What follows belongs to an exercise in optimizing a design on an open flow for a short achievable clock period and few clock cycles; a production flow would make more cautious choices. Only simulation tests tie the RTL to the original design; equivalence was not proved. No activity file was given, so power comes from the tool's default toggle rates.

**flow/constraint.sdc**
```tcl
create_clock -name core_clock -period 7.5 [get_ports {clk}]
set_input_delay 1.5000 -clock core_clock [delete_from_list [all_inputs] [get_ports {clk}]]
set_output_delay 1.5000 -clock core_clock [all_outputs]
set_load 0.01 [all_outputs]
```
**flow/design.v**
```verilog
module pfx_pg (gh, ph, gl, pl, g, p);
  input gh, ph, gl, pl;
  output g, p;
  assign g = gh | (ph & gl);
  assign p = ph & pl;
endmodule
module pfx_g (gh, ph, gl, g);
  input gh, ph, gl;
  output g;
  assign g = gh | (ph & gl);
endmodule
module pfx_tree (g0, p0, c);
  input [31:0] g0, p0;
  output [31:0] c;
  wire [31:0] g [0:5];
  wire [31:0] p [0:5];
  assign g[0] = g0;
  assign p[0] = p0;
  genvar l, i;
  generate
    for (l = 0; l < 5; l = l + 1) begin : lv
      for (i = 0; i < 32; i = i + 1) begin : bt
        if (i >= (2 << l)) begin : pg
          pfx_pg n (g[l][i], p[l][i], g[l][i - (1 << l)], p[l][i - (1 << l)], g[l+1][i], p[l+1][i]);
        end else if (i >= (1 << l)) begin : go
          pfx_g n (g[l][i], p[l][i], g[l][i - (1 << l)], g[l+1][i]);
          assign p[l+1][i] = p[l][i];
        end else begin : th
          assign g[l+1][i] = g[l][i];
          assign p[l+1][i] = p[l][i];
        end
      end
    end
  endgenerate
  assign c = g[5];
endmodule
module add32 (a, b, s);
  input [31:0] a, b;
  output [31:0] s;
  wire [31:0] p0 = a ^ b;
  wire [31:0] c;
  pfx_tree t (a & b, p0, c);
  assign s = p0 ^ {c[30:0], 1'b0};
endmodule
module sub32 (a, b, s, ltu);
  input [31:0] a, b;
  output [31:0] s;
  output ltu;
  wire [31:0] nb = ~b;
  wire [31:0] p0 = a ^ nb;
  wire [31:0] g0 = a & nb;
  wire [31:0] c;
  pfx_tree t ({g0[31:1], a[0] | nb[0]}, p0, c);
  assign s = p0 ^ {c[30:0], 1'b1};
  assign ltu = ~c[31];
endmodule
module addw (a, b, s, co);
  parameter W = 16;
  parameter L = 4;
  input [W-1:0] a, b;
  output [W-1:0] s;
  output co;
  wire [W-1:0] g [0:L];
  wire [W-1:0] p [0:L];
  assign g[0] = a & b;
  assign p[0] = a ^ b;
  genvar l, i;
  generate
    for (l = 0; l < L; l = l + 1) begin : lv
      for (i = 0; i < W; i = i + 1) begin : bt
        if (i >= (2 << l)) begin : pg
          pfx_pg n (g[l][i], p[l][i], g[l][i - (1 << l)], p[l][i - (1 << l)], g[l+1][i], p[l+1][i]);
        end else if (i >= (1 << l)) begin : go
          pfx_g n (g[l][i], p[l][i], g[l][i - (1 << l)], g[l+1][i]);
          assign p[l+1][i] = p[l][i];
        end else begin : th
          assign g[l+1][i] = g[l][i];
          assign p[l+1][i] = p[l][i];
        end
      end
    end
  endgenerate
  assign s = p[0] ^ {g[L][W-2:0], 1'b0};
  assign co = g[L][W-1];
endmodule
module addw1 (a, b, s, co);
  parameter W = 16;
  parameter L = 4;
  input [W-1:0] a, b;
  output [W-1:0] s;
  output co;
  wire [W-1:0] g [0:L];
  wire [W-1:0] p [0:L];
  wire [W-1:0] x = a ^ b;
  assign g[0] = {a[W-1:1] & b[W-1:1], a[0] | b[0]};
  assign p[0] = x;
  genvar l, i;
  generate
    for (l = 0; l < L; l = l + 1) begin : lv
      for (i = 0; i < W; i = i + 1) begin : bt
        if (i >= (2 << l)) begin : pg
          pfx_pg n (g[l][i], p[l][i], g[l][i - (1 << l)], p[l][i - (1 << l)], g[l+1][i], p[l+1][i]);
        end else if (i >= (1 << l)) begin : go
          pfx_g n (g[l][i], p[l][i], g[l][i - (1 << l)], g[l+1][i]);
          assign p[l+1][i] = p[l][i];
        end else begin : th
          assign g[l+1][i] = g[l][i];
          assign p[l+1][i] = p[l][i];
        end
      end
    end
  endgenerate
  assign s = x ^ {g[L][W-2:0], 1'b1};
  assign co = g[L][W-1];
endmodule
module mux32 (d, s, y);
  input [31:0] d;
  input [4:0] s;
  output y;
  wire [7:0] l1;
  wire [1:0] l2;
  genvar i;
  generate
    for (i = 0; i < 8; i = i + 1) begin : m1
      mux4 m (d[4*i+3:4*i], s[1:0], l1[i]);
    end
    for (i = 0; i < 2; i = i + 1) begin : m2
      mux4 m (l1[4*i+3:4*i], s[3:2], l2[i]);
    end
  endgenerate
  assign y = s[4] ? l2[1] : l2[0];
endmodule
module mux4 (d, s, y);
  input [3:0] d;
  input [1:0] s;
  output y;
  assign y = s[1] ? (s[0] ? d[3] : d[2]) : (s[0] ? d[1] : d[0]);
endmodule
module mips_multi_cycle (rst, clk, memwrite, memread, adr, inst, writedata);
  input rst, clk;
  output [31:0] adr, writedata;
  input [31:0] inst;
  output memread, memwrite;
  localparam [5:0] OP_R = 6'h00, OP_J = 6'h02, OP_JAL = 6'h03, OP_BEQ = 6'h04, OP_JR = 6'h06,
                   OP_ADDI = 6'h09, OP_SLTI = 6'h0A, OP_LW = 6'h23, OP_SW = 6'h2B;
  reg [31:0] adr_q, wdata_q, pc_f;
  reg        memwrite_q, memread_q, mcyc;
  reg        mc_wh, mc_wl, mc_rs, mc_rt;        
  reg [31:1] wen;                               
  reg        m_lw;
  reg [4:0]  m_rt;
  reg        e_v;
  reg [31:0] e_a, e_b, e_sd, e_bt;
  reg        e_fa, e_fb, e_fsd;                   
  reg        e_cab, e_crb, e_car, e_crr;          
  reg        e_add, e_sub, e_and, e_or, e_slt;    
  reg        e_lw, e_sw, e_beq, e_jr;
  reg        e_mem1, e_mem2;                      
  reg        e_rp;                                
  reg [31:0] e_pc;
  reg [4:0]  e_wr;
  reg [31:0] R;
  reg [4:0]  w_rd;
  reg [31:0] rf [1:31];
  localparam ICK = 4;
  localparam ICN = 1 << ICK;
  reg             ic_v   [0:ICN-1];
  reg [12:ICK+2]  ic_tag [0:ICN-1];
  reg [31:0]      ic_d   [0:ICN-1];
  reg             ic_fill;
  reg             icp_hit;
  reg [31:0]      icp_word;
  wire [31:0]     pc4_f   = pc_f + 32'd4;
  wire [ICK-1:0]  ic_idx  = pc_f[ICK+1:2];
  wire [ICK-1:0]  icn_idx = pc4_f[ICK+1:2];
  wire            icn_hit = ic_v[icn_idx] && (ic_tag[icn_idx] == pc4_f[12:ICK+2]) &&
                            (pc4_f[31:13] == 19'd0);
  wire            icc_hit = ic_v[ic_idx] && (ic_tag[ic_idx] == pc_f[12:ICK+2]) &&
                            (pc_f[31:13] == 19'd0);
  wire [31:0] fw = {mc_wh ? icp_word[31:16] : inst[31:16],
                    mc_wl ? icp_word[15:0] : inst[15:0]};
  wire [5:0] f_op = fw[31:26];
  wire [5:0] f_fn = fw[5:0];
  wire [4:0] f_rs = fw[25:21];
  wire [4:0] f_rt = fw[20:16];
  wire [4:0] f_rd = fw[15:11];
  wire f_isR    = f_op == OP_R;
  wire f_isJ    = f_op == OP_J;
  wire f_isJAL  = f_op == OP_JAL;
  wire f_isBEQ  = f_op == OP_BEQ;
  wire f_isJR   = f_op == OP_JR;
  wire f_isADDI = f_op == OP_ADDI;
  wire f_isSLTI = f_op == OP_SLTI;
  wire f_isLW   = f_op == OP_LW;
  wire f_isSW   = f_op == OP_SW;
  wire f_use_rs  = f_isR | f_isADDI | f_isSLTI | f_isLW | f_isSW | f_isBEQ | f_isJR;
  wire f_use_rtb = f_isR | f_isBEQ;           
  wire f_imm     = f_isADDI | f_isSLTI | f_isLW | f_isSW;
  wire [4:0] f_wr = f_isR ? f_rd :
                    (f_isADDI | f_isSLTI | f_isLW) ? f_rt :
                    f_isJAL ? 5'd31 : 5'd0;
  wire f_sub = f_isR && (f_fn == 6'h23);
  wire f_or  = f_isR && (f_fn == 6'h25);
  wire f_slt = (f_isR && (f_fn == 6'h2A)) || f_isSLTI;
  wire f_add = (f_isR && (f_fn == 6'h20)) || !(f_isR || f_isSLTI);
  wire f_and = f_isR && !(f_fn == 6'h20 || f_fn == 6'h23 || f_fn == 6'h25 || f_fn == 6'h2A);
  wire [31:0] f_sext = {{16{fw[15]}}, fw[15:0]};
  wire [15:0] bt_lo;
  wire        bt_c;
  addw1 #(16, 4) BTA (pc_f[17:2], fw[15:0], bt_lo, bt_c);
  wire [13:0] pc_hi   = pc_f[31:18];
  wire [13:0] pc_hi_p = pc_hi + 14'd1;
  wire [13:0] pc_hi_m = pc_hi - 14'd1;
  wire [13:0] bt_hi = (bt_c && !fw[15]) ? pc_hi_p : (!bt_c && fw[15]) ? pc_hi_m : pc_hi;
  wire [31:0] f_btarget = {bt_hi, bt_lo, 2'b00};
  wire [31:0] f_jtarget = {pc4_f[31:28], fw[25:0], 2'b00};
  wire e_go = e_v && !e_rp;                                
  wire [4:0] e_wr_alu = (e_go && !e_lw) ? e_wr : 5'd0;    
  wire [4:0] e_wr_ld  = (e_go &&  e_lw) ? e_wr : 5'd0;    
  wire fE_rs = (e_wr_alu != 5'd0) && (e_wr_alu == f_rs);
  wire fE_rt = (e_wr_alu != 5'd0) && (e_wr_alu == f_rt);
  wire lu_rs = (e_wr_ld != 5'd0) && (e_wr_ld == f_rs);
  wire lu_rt = (e_wr_ld != 5'd0) && (e_wr_ld == f_rt);
  wire fW_rs = (w_rd != 5'd0) && (w_rd == f_rs);
  wire fW_rt = (w_rd != 5'd0) && (w_rd == f_rt);
  wire fM_rs = m_lw && (m_rt != 5'd0) && (m_rt == f_rs);
  wire fM_rt = m_lw && (m_rt != 5'd0) && (m_rt == f_rt);
  wire [31:0] rfi_rs, rfi_rt, rfc_rs, rfc_rt;
  genvar gb, gr;
  generate
    for (gb = 0; gb < 32; gb = gb + 1) begin : rd
      wire [31:0] col;                  
      assign col[0] = 1'b0;
      for (gr = 1; gr < 32; gr = gr + 1) begin : c
        assign col[gr] = rf[gr][gb];
      end
      mux32 IRS (col, inst[25:21], rfi_rs[gb]);
      mux32 IRT (col, inst[20:16], rfi_rt[gb]);
      mux32 CRS (col, icp_word[25:21], rfc_rs[gb]);
      mux32 CRT (col, icp_word[20:16], rfc_rt[gb]);
    end
  endgenerate
  wire [31:0] rf_rs = mc_rs ? rfc_rs : rfi_rs;
  wire [31:0] rf_rt = mc_rt ? rfc_rt : rfi_rt;
  wire        a_rf = !f_isJAL && !fW_rs && !fM_rs;
  wire        b_rf = !f_isJAL && !f_imm && !fW_rt && !fM_rt;
  wire        s_rf = !fW_rt && !fM_rt;
  wire [31:0] a_other = f_isJAL ? pc4_f : fW_rs ? R : inst;
  wire [31:0] b_other = f_isJAL ? 32'd0 : f_imm ? f_sext : fW_rt ? R : inst;
  wire [31:0] s_other = fW_rt ? R : inst;
  wire [31:0] r31_val = (w_rd == 5'd31) ? R : (m_lw && m_rt == 5'd31) ? inst : rf[31];
  wire f_jr31 = f_isJR && (f_rs == 5'd31) && !fE_rs;
  wire f_fa = fE_rs && !f_isJAL;
  wire f_fb = fE_rt && !f_isJAL && !f_imm;
  wire f_lu = (lu_rs && f_use_rs) || (lu_rt && (f_use_rtb || f_isSW));
  wire [31:0] opA = e_fa ? R : e_a;
  wire [31:0] opB = e_fb ? R : e_b;
  wire [31:0] sd  = e_fsd ? R : e_sd;
  wire c_ab = e_cab, c_rb = e_crb, c_ar = e_car, c_rr = e_crr;
  wire [31:0] add_ab, add_rb, add_ar, sub_ab, sub_rb, sub_ar;
  wire        ltu_ab, ltu_rb, ltu_ar;
  add32 ADD_AB (e_a, e_b, add_ab);
  add32 ADD_RB (R, e_b, add_rb);
  add32 ADD_AR (e_a, R, add_ar);
  sub32 SUB_AB (e_a, e_b, sub_ab, ltu_ab);
  sub32 SUB_RB (R, e_b, sub_rb, ltu_rb);
  sub32 SUB_AR (e_a, R, sub_ar, ltu_ar);
  wire [31:0] add_r = ({32{c_ab}} & add_ab) | ({32{c_rb}} & add_rb) |
                      ({32{c_ar}} & add_ar) | ({32{c_rr}} & {R[30:0], 1'b0});
  wire [31:0] sub_r = ({32{c_ab}} & sub_ab) | ({32{c_rb}} & sub_rb) | ({32{c_ar}} & sub_ar);
  wire        ltu   = (c_ab & ltu_ab) | (c_rb & ltu_rb) | (c_ar & ltu_ar);
  wire        eq    = (c_ab & (e_a == e_b)) | (c_rb & (R == e_b)) | (c_ar & (e_a == R)) | c_rr;
  wire [31:0] result = ({32{e_add}} & add_r) | ({32{e_sub}} & sub_r) |
                       ({32{e_and}} & (opA & opB)) | ({32{e_or}} & (opA | opB)) |
                       {31'd0, e_slt & ltu};
  wire redirE = e_v && (e_rp || (e_beq && eq) || e_jr);
  wire [31:0] tE = e_rp ? e_pc : e_jr ? opA : e_bt;
  wire e_mem = e_go && (e_lw || e_sw);
  wire fetch_ok = mcyc ? icp_hit : 1'b1;
  wire accept = fetch_ok;                    
  wire f_jmp = f_isJ || f_isJAL || f_jr31;
  wire [31:0] pc_seq = !accept ? pc_f :
                       (f_isJ || f_isJAL) ? f_jtarget :
                       f_jr31 ? r31_val : pc4_f;
  wire [31:0] pc_next = redirE ? tE : pc_seq;
  wire seq  = accept && !f_jmp;      
  wire hold = !accept;               
  integer i;
  always @(posedge clk) begin
    if (rst) begin
      adr_q <= 32'd0;
      pc_f <= 32'd0;
      memwrite_q <= 1'b0;
      memread_q <= 1'b1;
      mcyc <= 1'b0;
      mc_wh <= 1'b0;
      mc_wl <= 1'b0;
      mc_rs <= 1'b0;
      mc_rt <= 1'b0;
      wen <= 31'd0;
      m_lw <= 1'b0;
      e_v <= 1'b0;
      w_rd <= 5'd0;
      for (i = 1; i < 32; i = i + 1) rf[i] <= 32'd0;
      for (i = 0; i < ICN; i = i + 1) ic_v[i] <= 1'b0;
      ic_fill <= 1'b0;
      icp_hit <= 1'b0;
    end else begin
      pc_f <= pc_next;
      adr_q <= redirE ? tE : e_mem ? add_r : pc_seq;
      mcyc <= e_mem;
      mc_wh <= (e_go && e_lw) || (e_go && e_sw);
      mc_wl <= e_go && (e_lw ^ e_sw);    
      mc_rs <= e_go && e_mem1;
      mc_rt <= e_go && e_mem2;
      for (i = 1; i < 32; i = i + 1) wen[i] <= e_go && (e_wr == i);
      memwrite_q <= e_go && e_sw;
      memread_q <= !(e_go && e_sw);
      m_lw <= e_go && e_lw;
      e_v <= accept && !redirE;
      w_rd <= (e_go && !e_lw) ? e_wr : 5'd0;
      ic_fill <= mcyc && !icp_hit;
      if (!mcyc && ic_fill && pc_f[31:13] == 19'd0) ic_v[ic_idx] <= 1'b1;
      icp_hit <= !redirE && ((icn_hit && seq) || (icc_hit && hold));
      for (i = 1; i < 32; i = i + 1)
        if (wen[i]) rf[i] <= m_lw ? inst : R;
    end
  end
  always @(posedge clk) begin
    m_rt <= e_wr;
    wdata_q <= sd;
    e_a <= a_rf ? rf_rs : a_other;
    e_b <= b_rf ? rf_rt : b_other;
    e_sd <= s_rf ? rf_rt : s_other;
    e_fa <= f_fa;
    e_fb <= f_fb;
    e_cab <= !f_fa && !f_fb;
    e_crb <=  f_fa && !f_fb;
    e_car <= !f_fa &&  f_fb;
    e_crr <=  f_fa &&  f_fb;
    e_fsd <= fE_rt;
    e_bt <= f_btarget;
    e_add <= f_add;
    e_sub <= f_sub;
    e_and <= f_and;
    e_or  <= f_or;
    e_slt <= f_slt;
    e_lw <= f_isLW;
    e_sw <= f_isSW;
    e_beq <= f_isBEQ;
    e_jr <= f_isJR && !f_jr31;
    e_rp <= f_lu;
    e_mem1 <= f_isLW | f_isSW;
    e_mem2 <= f_isLW ^ f_isSW;
    e_pc <= pc_f;
    e_wr <= f_wr;
    R <= result;
    if (!rst && !mcyc && ic_fill) begin
      ic_tag[ic_idx] <= pc_f[12:ICK+2];
      ic_d[ic_idx] <= inst;
    end
    icp_word <= hold ? ic_d[ic_idx] : ic_d[icn_idx];
  end
  assign adr = adr_q;
  assign writedata = wdata_q;
  assign memwrite = memwrite_q;
  assign memread = memread_q;
endmodule
```
**flow/config.mk**
```make
export PLATFORM = sky130hd
export DESIGN_NAME = mips_multi_cycle
export DESIGN_NICKNAME = mips_multi_cycle
export VERILOG_FILES = /design/flow/design.v
export SDC_FILE = /design/flow/constraint.sdc
export NUM_CORES = 4
export LEC_CHECK = 0
export ABC_CLOCK_PERIOD_IN_PS = 2500
export CAP_MARGIN = 40
export CORE_MARGIN = 2
export CORE_UTILIZATION = 35
export PLACE_DENSITY = 0.5
export SETUP_SLACK_MARGIN = 4.2
export SLEW_MARGIN = 40
export SYNTH_HIERARCHICAL = 1
```
**flow/run.sh**
```bash
#!/bin/bash
# synth_recipe.tcl (not shown) runs the flow's synth.tcl, then flattens the netlist and writes it again
# the make line also repeats each setting of config.mk as NAME=value (left out here)
make -C /OpenROAD-flow-scripts/flow DESIGN_CONFIG=/design/flow/config.mk WORK_HOME=/design/flow/orfs CLKGATE_MAP_FILE= SYNTH_SCRIPT=/design/flow/synth_recipe.tcl finish
```
==> run notes <==
overall overflow remaining after global route=0; required time at the worst-slack endpoint=slightly above 8 ns; library cell appearing most often on the critical path=sky130_fd_sc_hd__a21o_1; # DRC=0; Clk pwr share=0.380; launch instance of the worst register-to-register path=e_b[9]; worst hold margin=around 0.44 ns; critical path arrival=~4.3 ns; worst hold-check path type=reg -> reg; I/O pin count=100; internal power=about 0.022 W; via count of the first global-routing pass=between 100k and 150k; number of rows in the core area=roughly 220; mean instance size in the synthesized netlist=approximately 12 um^2; combinational share of power=0.249; delay contributed by the slowest stage of the critical path=roughly 0.75 ns; type of element launching the critical path=register; number of flip-flops in the largest register=992; Sinks on Clock Net=roughly 2000; clock tree from TritonCTS=built; share of the cycle needed by the critical path after routing=0.474; register ranked first by flip-flop count=rf; buffer and inverter count on the worst path=3; Die ar.=375000 um^2; number of hold buffers added after CTS=0; count of port buffers added during placement=between 90 and 100; drt first pass iters=10; proportion of layout cells with a drive suffix above 1=0.331; largest net degree at the start of global routing=about 180; power per unit of standard cell area=203 nW/um^2; maximum resistive drop on vdd=approximately 0.22 mV; unrepaired setup endpoints after global routing=true; Via-to-Cell Ratio=~6.4; first-pass GRT wire length=802000 um; post-synthesis cell area=130000 um^2; clock slew at the register clock pins of the worst setup and hold paths=about 0.06 ns; hold worst-path end=e_pc[22]; worst hold stages=0; Final Skew=roughly 0.12 ns; warning count from the yosys run=10; sw frac=0.309; total detailed-routing wirelength=~580000 um; placeable core region=around 370000 um^2; Worst Max-Slew Pin Slew=a little under 1 ns; via count=roughly 100k; reg-to-reg endpoint=R[26]; count of routing violations after the opening detailed-route iteration=roughly 13000; Largest regs=rf (992), ic_d (512), ic_tag (112); DP HPWL=~350000 um; weighted congestion at the end of routability-driven global placement=approximately 1; initial antenna violation count=45; run status=complete, no violations; final-report setup violation count=0; antenna violation net count after detailed routing=0; static leakage=slightly below 60 nW; delay-heaviest family, CP=compound AO/OA/AOI/OAI gates; master of the slowest instance on the critical path=sky130_fd_sc_hd__a222oi_1; type of element capturing the critical path=register; reg2reg path depth=13; post-synthesis to final-layout area growth=20.2%; GRT Overall Usage=0.301; area of all placed cells without fillers=156000 um^2; maximum achievable frequency=about 280 MHz; Period minus WS final=between 3 and 4 ns; switching pwr=0.00977 W; TNS Setup=0 ns; TritonCTS buffer count=231; Reg power frac=0.371; vertical die dimension=612 um; total design power=0.0316 W; clock insertion delay at the later pin of the skew report=roughly 0.96 ns; root buffer selected by CTS=sky130_fd_sc_hd__clkbuf_16; Post-DP Area=138000 um^2; width of the die=612 um; Slew Limit Fails=0; post-DR wirelength/cell=36.0 um; Clock Tree Buf Depth=4; setup slack, reg-to-reg=approximately 3.9 ns; type of the worst setup path=reg -> reg; net count of the finished layout=around 11000; remaining max-slew budget at the tightest pin=0.333; Max-cap violations=0; total count of hold-check failures in the final report=0; H-tree levels=4; Max Fanout on Critical Path=4; series of cell instances along the critical path=buf_12 > inv_2 > ha_4 > and2_4 > a21o_1 > a21o_1 > a21o_1 > a21o_1 > xor2_1 > a222oi_1 > inv_1 > a222oi_1 > o21ai_1; start point of the worst hold path=pc_f[22]; gate count after technology mapping=10600; initial cell density of the core=0.351
## worst max-delay path by stage
stage | start | to | slack, ns | cells past startpoint
floorplan | icp_word[21] | e_a[26] | 1.86 | 8
global placement | inst[29] | adr_q[28] | 1.93 | 11
CTS | e_b[11] | R[26] | 3.93 | 13
detailed placement | inst[28] | e_cab | 2.10 | 8
finish | e_b[9] | R[26] | 3.95 | 13
global route | R[3] | R[26] | 3.89 | 13
## through the flow
stage,setup slack (ns),util,cells
global route,3.89,0.422,16100
global placement,1.93,0.372,15200
finish,3.95,0.422,16200
CTS,3.93,0.414,16000
detailed placement,2.10,0.374,15200
floorplan,1.86,-,10700
## cell type report
type	instances	area (um^2)
clock inverter	130	1480
sequential	2026	47300
tap	4950	6190
timing repair buffer	876	11300
clock buffer	301	6480
multi-input combinational	7656	82200
antenna	37	92.6
fill	33900	213000
inverter	176	676
## layer usage
| metal | GRT usage | share of wire | vias up |
|---|---|---|---|
| met5 | 0 | 0.00023 | - |
| met2 | 0.471 | 0.46 | 6299 |
| met3 | 0.0605 | 0.094 | 1408 |
| met4 | 0.161 | 0.064 | 18 |
| li1 | - | - | 42700 |
| met1 | 0.392 | 0.39 | 53600 |
## power by group through the flow
| stage | registers, W | clock network, W | logic, W |
|---|---|---|---|
| after floorplan | 0.0124 | 0 | 0.00387 |
| after global placement | 0.0121 | 0 | 0.00646 |
| after detailed placement | 0.0121 | 0 | 0.00654 |
| after CTS | 0.0117 | 0.0122 | 0.00745 |
| after global routing | 0.0117 | 0.0126 | 0.00814 |
| final | 0.0117 | 0.0120 | 0.00786 |
## cell usage in the layout (no fill, tap or decap), types with 49 or more instances in the layout
cell type,instances
sky130_fd_sc_hd__mux2_2,68
sky130_fd_sc_hd__edfxtp_1,624
sky130_fd_sc_hd__dfxtp_2,49
sky130_fd_sc_hd__ha_4,68
sky130_fd_sc_hd__mux4_2,1674
sky130_fd_sc_hd__and2_1,603
sky130_fd_sc_hd__a22oi_1,49
sky130_fd_sc_hd__mux2i_4,76
sky130_fd_sc_hd__buf_6,94
sky130_fd_sc_hd__nand2_1,238
sky130_fd_sc_hd__mux2_4,147
sky130_fd_sc_hd__nor2_1,1189
sky130_fd_sc_hd__buf_4,420
sky130_fd_sc_hd__ha_1,141
sky130_fd_sc_hd__buf_12,127
sky130_fd_sc_hd__buf_16,64
sky130_fd_sc_hd__a222oi_1,62
sky130_fd_sc_hd__a211oi_1,1050
sky130_fd_sc_hd__inv_1,152
sky130_fd_sc_hd__a21o_1,809
sky130_fd_sc_hd__a21oi_1,158
sky130_fd_sc_hd__clkbuf_16,252
sky130_fd_sc_hd__conb_1,128
sky130_fd_sc_hd__mux2i_1,173
sky130_fd_sc_hd__dfxtp_1,1245
sky130_fd_sc_hd__xnor2_1,95
sky130_fd_sc_hd__dfxtp_4,108
sky130_fd_sc_hd__xor2_1,253
## worst reg2reg max path: stages, from the launching register on
cell and delay, ns:
sky130_fd_sc_hd__dfxtp_4 0.43, sky130_fd_sc_hd__buf_12 0.17, sky130_fd_sc_hd__inv_2 0.08, sky130_fd_sc_hd__ha_4 0.23, sky130_fd_sc_hd__and2_4 0.17, sky130_fd_sc_hd__a21o_1 0.19, sky130_fd_sc_hd__a21o_1 0.17, sky130_fd_sc_hd__a21o_1 0.21
sky130_fd_sc_hd__a21o_1 0.22, sky130_fd_sc_hd__xor2_1 0.16, sky130_fd_sc_hd__a222oi_1 0.75, sky130_fd_sc_hd__inv_1 0.12, sky130_fd_sc_hd__a222oi_1 0.31, sky130_fd_sc_hd__o21ai_1 0.12
## timing repair
| action | CTS | global route |
|---|---|---|
| hold endpoints to repair | 0 | 0 |
| setup buffers | 240 | 123 |
| gates resized for setup | 815 | 283 |
| cloned | 60 | 18 |
| setup endpoints to repair | 407 | 167 |
| pin swaps | 76 | 129 |
Testbench counts, summed over its fixed seeds: cycles 63,068.

-- separate check: timing with driven ports --
In the flow no input, the clock included, has a driving cell. The finished layout below was timed again as built, in two steps.
Step 1 assumes that a clkbuf_16 drives the clock port and a buf_2 every other input.
Step 2, shift: input delay + t, output delay - t, t = (earliest + latest rising clock arrival at the registers) / 2. This alone moves slack from input paths to output paths.
Slacks: ideal / step 1 / step 2; pairs: ideal / step 1.
t (ns): 1.002
setup WS [ns]: 3.947 / 3.741 / 2.739
hold slack, ns: 0.440 / 0.440 / 0.440
cell pins on the clock port's net: 1
After both steps this run still meets setup and hold. The setup slack of this run moves by -0.206 ns with the drivers and by -1.208 ns with both steps.
